This design comes from an exercise in tuning for small area on the open sky130 flow, not from production work.
Function was checked by simulation only, so behaviour that the tests miss may differ from the original.
The flow treats the clock pin as an ideal source. Dropping or thinning the clock tree relies on that and would not hold on a real chip.
Power and IR drop assume default switching activity.

## before
Design uart_tx, start of the top module:
module uart_tx (
    input wire clk,
    input wire rst,
    input wire send,
    input wire [7:0] data,
    output reg tx,
    output reg busy
);
Size: roughly 25 flip-flops, roughly 13 I/O pins, about 850 um^2 of cells after synthesis.
clock: 10.0 ns
lec_check: 0
cap_margin: 20
core_area: 2.3 2.72 63.7 63.28
cts_buf_list: sky130_fd_sc_hd__clkbuf_4
cts_cluster_diameter: 100
cts_cluster_size: 30
die_area: 0 0 66 66
slew_margin: 20
run.sh (not shown) runs the stock make flow with config.mk's settings and CLKGATE_MAP_FILE= SYNTH_SCRIPT=/design/flow/synth_recipe.tcl, a recipe that flattens the netlist after the stock synthesis.
The following lists how after was set up differently from before:
- CTS_BUF_LIST changed from sky130_fd_sc_hd__clkbuf_4 to sky130_fd_sc_hd__clkbuf_8
- PLACE_DENSITY newly set to 0.9
[summary]
Timing, DRC, antenna: 0 failures across before and after. As far as synthesized cell count goes, before and after are indistinguishable; the numbers are identical. As far as area of placed instances goes, before and after are indistinguishable; the numbers are identical. When after is measured against before, its part of the cycle the worst path needs turns out 0.68 points lower. Compared with before, in after length of routed wiring on met1 went up, measured slew at the worst slew-check pin went up. Compared to before, after has clock buffer count in the final layout 1 lower.

---

uart_tx, a different RTL version from the one above (not shown whole).
Size: about 25 flip-flops.
export LEC_CHECK = 0
export CAP_MARGIN = 20
export CORE_AREA = 2.3 2.72 63.7 63.28
export CTS_BUF_LIST = sky130_fd_sc_hd__clkbuf_8
export CTS_CLUSTER_DIAMETER = 100
export CTS_CLUSTER_SIZE = 30
export DIE_AREA = 0 0 66 66
export PLACE_DENSITY = 0.95
export SLEW_MARGIN = 20
create_clock -name core_clock -period 10.0 [get_ports {clk}]
standard.sh (not shown) runs the stock make flow with config.mk's settings and CLKGATE_MAP_FILE= SYNTH_SCRIPT=/design/flow/synth_recipe.tcl, a recipe that flattens the netlist after the stock synthesis.
==> flow/flow/run.sh <==
#!/bin/bash
# The standard ORFS layout (standard.sh) with three changes:
#  - synthesis maps the logic with an area-oriented ABC script (synth.tcl,
#    abc_area.script); the registers are the standard synthesis's;
#  - ports are buffered with the smallest buffer (buf_1);
#  - the clock tree is a few clock buffers, each at the centre of a group of
#    nearby flip-flops and fed from the clock port (pre_cts.tcl), instead of
#    TritonCTS's tree.
# Every tool's output is in standard.log and in orfs/logs.
set -euo pipefail
here=$(pwd)
export FLOW_SYNTH_TCL="$here/synth_recipe.tcl"
export AREA_ABC_SCRIPT="$here/flow/abc_area.script"
export BUFFER_PORTS_ARGS="-buffer_cell sky130_fd_sc_hd__buf_1"
export IO_CONSTRAINTS="$here/flow/io.tcl"
export PRE_CTS_TCL="$here/flow/pre_cts.tcl"
export CLOCK_BUFFER_CELL="${CLOCK_BUFFER_CELL:-sky130_fd_sc_hd__clkbuf_4}"
export CLOCK_GROUPS="${CLOCK_GROUPS:-2}"
bash standard.sh "SYNTH_SCRIPT=$here/flow/synth.tcl" finish > standard.log 2>&1
==> flow/flow/io.tcl <==
# Keep all ports together in the middle of the bottom edge, so that the cells
# are placed close together.
set_io_pin_constraint -pin_names {clk rst send data[0] data[1] data[2] data[3] data[4] data[5] data[6] data[7] tx busy} -region bottom:20-46
==> flow/flow/pre_cts.tcl <==
# Runs inside ORFS's cts.tcl before clock_tree_synthesis, in place of
# TritonCTS: the clock sinks are split into CLOCK_GROUPS groups of nearby
# flip-flops (k-means on their positions), and each group is driven by one
# clock buffer at its centre, fed straight from the clock port.
set block [ord::get_db_block]
set dbu [$block getDbUnitsPerMicron]
set clknet [$block findNet clk]
set k $::env(CLOCK_GROUPS)
set pins {}
set pts {}
foreach it [$clknet getITerms] {
  set bbox [[$it getInst] getBBox]
  lappend pins "[[$it getInst] getName]/[[$it getMTerm] getName]"
  lappend pts [list [expr {([$bbox xMin] + [$bbox xMax]) / 2.0 / $dbu}] \
                    [expr {([$bbox yMin] + [$bbox yMax]) / 2.0 / $dbu}]]
}
set n [llength $pts]
# initial centres: spread along x
set sorted [lsort -real -index 0 $pts]
set cs {}
for {set g 0} {$g < $k} {incr g} {
  lappend cs [lindex $sorted [expr {int(($g + 0.5) * $n / $k)}]]
}
for {set iter 0} {$iter < 20} {incr iter} {
  set asg {}
  foreach p $pts {
    set best 0
    set bd 1e30
    for {set g 0} {$g < $k} {incr g} {
      set c [lindex $cs $g]
      set d [expr {pow([lindex $p 0] - [lindex $c 0], 2) + pow([lindex $p 1] - [lindex $c 1], 2)}]
      if {$d < $bd} { set bd $d; set best $g }
    }
    lappend asg $best
  }
  set ncs {}
  for {set g 0} {$g < $k} {incr g} {
    set sx 0.0; set sy 0.0; set m 0
    foreach p $pts a $asg {
      if {$a == $g} { set sx [expr {$sx + [lindex $p 0]}]; set sy [expr {$sy + [lindex $p 1]}]; incr m }
    }
    if {$m > 0} { lappend ncs [list [expr {$sx / $m}] [expr {$sy / $m}]] } else { lappend ncs [lindex $cs $g] }
  }
  set cs $ncs
}
for {set g 0} {$g < $k} {incr g} {
  set loads {}
  foreach pin $pins a $asg { if {$a == $g} { lappend loads [get_pins $pin] } }
  if {[llength $loads] == 0} continue
  set c [lindex $cs $g]
  puts "clock group $g: [llength $loads] sinks, buffer at ($c)"
  insert_buffer -buffer_cell $::env(CLOCK_BUFFER_CELL) -net clk -load_pins $loads \
    -location $c -buffer_name clkbuf_0_clk_$g -net_name clknet_0_clk_$g
}
set_propagated_clock [all_clocks]
proc clock_tree_synthesis {args} {
  puts "clock_tree_synthesis skipped: clock buffers inserted by pre_cts.tcl"
}
Other scripts of this flow, unchanged in this note and not shown: flow/flow/abc_area.script, flow/flow/synth.tcl
The first run finished with timing, DRC and antenna clean.
Then changed:
--- a/flow/flow/run.sh
+++ b/flow/flow/run.sh
@@ -15 +14,0 @@
-export IO_CONSTRAINTS="$here/flow/io.tcl"
PLACE_DENSITY = 0.9   (was 0.95)
removed: flow/flow/io.tcl
First-iteration DRC count goes down by about 43%; synthesized area does not change; critical path depth does not change; combinational power increases by about 2%; worst setup slack improved by 0.0074 ns; maximum frequency stays flat; via count grows by about 3%; total power hardly moves; design area is unchanged.
Then changed:
--- a/flow/flow/run.sh
+++ b/flow/flow/run.sh
@@ -17 +17 @@
-export CLOCK_GROUPS="${CLOCK_GROUPS:-2}"
+export CLOCK_GROUPS="${CLOCK_GROUPS:-3}"
Critical path depth is unchanged.
Worst setup slack gets better by 0.024 ns.
Sequential share of layout area drops by 0.49 points.
Core utilization is higher by 0.21 points.
Total power climbs slightly.
Final cell count climbs slightly.
Die area stays the same.
Routed wire length climbs by a few percent.
Global-route usage barely changes.
Design area rose slightly.
No run of this note takes its clock network from TritonCTS; it comes from the design's own scripts or RTL.

---

RTL: one of the versions met above, not the one the previous note started from.
==> flow/config.mk <==
export PLATFORM = sky130hd
export DESIGN_NAME = uart_tx
export DESIGN_NICKNAME = uart_tx
export VERILOG_FILES = /design/flow/design.v
export SDC_FILE = /design/flow/constraint.sdc
export NUM_CORES = 4
export LEC_CHECK = 0
export CAP_MARGIN = 20
export CORE_AREA = 2.3 2.72 63.7 63.28
export CTS_BUF_LIST = sky130_fd_sc_hd__clkbuf_8
export CTS_CLUSTER_DIAMETER = 100
export CTS_CLUSTER_SIZE = 30
export DIE_AREA = 0 0 66 66
export PLACE_DENSITY = 0.9
export SLEW_MARGIN = 20
==> flow/constraint.sdc <==
create_clock -name core_clock -period 10.0 [get_ports {clk}]
set_input_delay 2.0000 -clock core_clock [delete_from_list [all_inputs] [get_ports {clk}]]
set_output_delay 2.0000 -clock core_clock [all_outputs]
set_load 0.01 [all_outputs]
==> flow/flow/run.sh <==
#!/bin/bash
# Standard ORFS layout with two changes: ports are buffered with the smallest
# buffer, and clock tree synthesis inserts no dummy loads.
set -euo pipefail
export BUFFER_PORTS_ARGS="-buffer_cell sky130_fd_sc_hd__buf_1"
export CTS_ARGS="-sink_clustering_enable -repair_clock_nets -dont_use_dummy_load -buf_list sky130_fd_sc_hd__clkbuf_8 -sink_clustering_size 30 -sink_clustering_max_diameter 100"
bash standard.sh > standard.log 2>&1
The baseline produced a clean layout.
==> next run, changes <==
==> flow/flow/run.sh (replaced) <==
#!/bin/bash
# Standard ORFS layout with two changes: ports are buffered with the smallest
# buffer, and the clock tree is a single clock buffer placed at the centre of
# the flip-flops (pre_cts.tcl) instead of TritonCTS's tree.
set -euo pipefail
here=$(pwd)
export BUFFER_PORTS_ARGS="-buffer_cell sky130_fd_sc_hd__buf_1"
export PRE_CTS_TCL="$here/flow/pre_cts.tcl"
export CLOCK_BUFFER_CELL="${CLOCK_BUFFER_CELL:-sky130_fd_sc_hd__clkbuf_16}"
bash standard.sh > standard.log 2>&1
==> flow/flow/pre_cts.tcl (new file) <==
# Runs inside ORFS's cts.tcl before clock_tree_synthesis: drive all clock
# sinks from one clock buffer at their centre, and skip TritonCTS.
set block [ord::get_db_block]
set dbu [$block getDbUnitsPerMicron]
set clknet [$block findNet clk]
set sx 0.0
set sy 0.0
set n 0
foreach it [$clknet getITerms] {
  set bbox [[$it getInst] getBBox]
  set sx [expr {$sx + ([$bbox xMin] + [$bbox xMax]) / 2.0}]
  set sy [expr {$sy + ([$bbox yMin] + [$bbox yMax]) / 2.0}]
  incr n
}
set x [expr {$sx / $n / $dbu}]
set y [expr {$sy / $n / $dbu}]
puts "clock sinks: $n, centre ($x, $y)"
insert_buffer -buffer_cell $::env(CLOCK_BUFFER_CELL) -net clk \
  -location [list $x $y] -buffer_name clkbuf_0_clk -net_name clknet_0_clk
set_propagated_clock [all_clocks]
proc clock_tree_synthesis {args} {
  puts "clock_tree_synthesis skipped: one clock buffer drives all sinks"
}
After rerunning: Synthesized cell count is unchanged; wire length came out lower by about 0.6%; worst setup slack gets better by 0.088 ns; total power came out lower by about 4%; utilization came out lower by 0.44 points; sequential power barely changes.
The clock cells of the second run of this note come from the design's own scripts or RTL, not from TritonCTS.

---

Another version of the RTL of uart_tx (not shown whole).
For scale: roughly 70 cells after synthesis, roughly 25 flip-flops, about 760 um2 of cells after synthesis.
==> flow/config.mk <==
export PLATFORM = sky130hd
export DESIGN_NAME = uart_tx
export DESIGN_NICKNAME = uart_tx
export VERILOG_FILES = /design/flow/design.v
export SDC_FILE = /design/flow/constraint.sdc
export NUM_CORES = 4
export LEC_CHECK = 0
export CAP_MARGIN = 20
export CORE_AREA = 2.3 2.72 63.7 63.28
export DIE_AREA = 0 0 66 66
export PLACE_DENSITY = 0.9
export SLEW_MARGIN = 20
==> flow/constraint.sdc <==
create_clock -name core_clock -period 10.0 [get_ports {clk}]
set_input_delay 2.0000 -clock core_clock [delete_from_list [all_inputs] [get_ports {clk}]]
set_output_delay 2.0000 -clock core_clock [all_outputs]
set_load 0.01 [all_outputs]
==> flow/flow/run.sh <==
#!/bin/bash
# The standard ORFS layout (standard.sh) with three changes:
#  - synthesis maps the logic with an area-oriented ABC script (synth.tcl,
#    abc_area.script); the registers are the standard synthesis's;
#  - ports are buffered with the smallest buffer (buf_1);
#  - the clock tree is CLOCK_GROUPS clock buffers, each at the centre of a
#    group of nearby flip-flops and fed from the clock port (pre_cts.tcl),
#    instead of TritonCTS's tree.
# Every tool's output is in standard.log and in orfs/logs.
set -euo pipefail
here=$(pwd)
export FLOW_SYNTH_TCL="$here/synth_recipe.tcl"
export AREA_ABC_SCRIPT="$here/flow/abc_area.script"
export BUFFER_PORTS_ARGS="-buffer_cell sky130_fd_sc_hd__buf_1"
export PRE_CTS_TCL="$here/flow/pre_cts.tcl"
export CLOCK_BUFFER_CELL="${CLOCK_BUFFER_CELL:-sky130_fd_sc_hd__clkbuf_4}"
export CLOCK_GROUPS="${CLOCK_GROUPS:-2}"
bash standard.sh "SYNTH_SCRIPT=$here/flow/synth.tcl" finish > standard.log 2>&1
==> flow/flow/pre_cts.tcl <==
# Runs inside ORFS's cts.tcl before clock_tree_synthesis, in place of
# TritonCTS: the clock sinks are split into CLOCK_GROUPS groups of nearby
# flip-flops (k-means on their positions), and each group is driven by one
# clock buffer at its centre, fed straight from the clock port.
set block [ord::get_db_block]
set dbu [$block getDbUnitsPerMicron]
set clknet [$block findNet clk]
set k $::env(CLOCK_GROUPS)
set pins {}
set pts {}
foreach it [$clknet getITerms] {
  set bbox [[$it getInst] getBBox]
  lappend pins "[[$it getInst] getName]/[[$it getMTerm] getName]"
  lappend pts [list [expr {([$bbox xMin] + [$bbox xMax]) / 2.0 / $dbu}] \
                    [expr {([$bbox yMin] + [$bbox yMax]) / 2.0 / $dbu}]]
}
set n [llength $pts]
# initial centres: spread along x
set sorted [lsort -real -index 0 $pts]
set cs {}
for {set g 0} {$g < $k} {incr g} {
  lappend cs [lindex $sorted [expr {int(($g + 0.5) * $n / $k)}]]
}
for {set iter 0} {$iter < 20} {incr iter} {
  set asg {}
  foreach p $pts {
    set best 0
    set bd 1e30
    for {set g 0} {$g < $k} {incr g} {
      set c [lindex $cs $g]
      set d [expr {pow([lindex $p 0] - [lindex $c 0], 2) + pow([lindex $p 1] - [lindex $c 1], 2)}]
      if {$d < $bd} { set bd $d; set best $g }
    }
    lappend asg $best
  }
  set ncs {}
  for {set g 0} {$g < $k} {incr g} {
    set sx 0.0; set sy 0.0; set m 0
    foreach p $pts a $asg {
      if {$a == $g} { set sx [expr {$sx + [lindex $p 0]}]; set sy [expr {$sy + [lindex $p 1]}]; incr m }
    }
    if {$m > 0} { lappend ncs [list [expr {$sx / $m}] [expr {$sy / $m}]] } else { lappend ncs [lindex $cs $g] }
  }
  set cs $ncs
}
for {set g 0} {$g < $k} {incr g} {
  set loads {}
  foreach pin $pins a $asg { if {$a == $g} { lappend loads [get_pins $pin] } }
  if {[llength $loads] == 0} continue
  set c [lindex $cs $g]
  puts "clock group $g: [llength $loads] sinks, buffer at ($c)"
  insert_buffer -buffer_cell $::env(CLOCK_BUFFER_CELL) -net clk -load_pins $loads \
    -location $c -buffer_name clkbuf_0_clk_$g -net_name clknet_0_clk_$g
}
set_propagated_clock [all_clocks]
proc clock_tree_synthesis {args} {
  puts "clock_tree_synthesis skipped: clock buffers inserted by pre_cts.tcl"
}
Other scripts of this flow, unchanged in this note and not shown: flow/flow/abc_area.script, flow/flow/synth.tcl
The starting point went through all stages and came out clean.
Then changed:
--- a/flow/flow/run.sh
+++ b/flow/flow/run.sh
@@ -6,3 +6,3 @@
-#  - the clock tree is CLOCK_GROUPS clock buffers, each at the centre of a
-#    group of nearby flip-flops and fed from the clock port (pre_cts.tcl),
-#    instead of TritonCTS's tree.
+#  - the clock tree is a few clock buffers, each at the centre of a group of
+#    nearby flip-flops and fed from the clock port (pre_cts.tcl), instead of
+#    TritonCTS's tree.
@@ -17 +17 @@
-export CLOCK_GROUPS="${CLOCK_GROUPS:-2}"
+export CLOCK_GROUPS="${CLOCK_GROUPS:-3}"
The changed run completed with no timing, DRC or antenna violations.
Critical path depth does not change.
Total power grows by 1.3%.
Design area grows by 0.85%.
Via count grows by 1.8%.
Sequential share of layout area shrinks by 0.49 points.
Worst setup slack improved by 0.013 ns.
First-iteration DRC count shrinks by 1.9%.
Fmax grows by 0.46%.
In every run of this note, the design's own scripts or RTL, not TritonCTS, make the clock network.

re-timing with driven ports:
The results above use ideal ports. As a check the final layouts listed here were re-extracted and re-timed, cells and wires unchanged.
Step 1 assumes that a clkbuf_16 drives the clock port and a buf_2 every other input.
Step 2 also shifts input and output timing later by t, the mid clock arrival at the registers, as if the neighbouring blocks saw the same clock.
a / b / c = ideal ports / drivers / drivers and shift; a / b = the first two.
run | t (ns) | setup slack, ns | worst register clock-pin slew, ns
before | 0.327 | 6.581 / 6.563 / 6.890 | 0.13 / 0.13
after | 0.285 | 6.649 / 6.626 / 6.911 | 0.08 / 0.08
the first run of note 2 | 0.196 | 7.151 / 7.126 / 7.322 | 0.12 / 0.12
the second run of note 2 | 0.195 | 7.158 / 7.133 / 7.328 | 0.12 / 0.12
the third run of note 2 | 0.177 | 7.182 / 7.152 / 7.329 | 0.10 / 0.10
the first run of note 3 | 0.278 | 7.064 / 7.043 / 7.320 | 0.08 / 0.08
the second run of note 3 | 0.180 | 7.152 / 7.125 / 7.306 | 0.09 / 0.09
the first run of note 4 | 0.197 | 7.155 / 7.130 / 7.327 | 0.12 / 0.12
the second run of note 4 | 0.178 | 7.168 / 7.135 / 7.313 | 0.10 / 0.10
After both steps setup and hold are still met in every run listed.
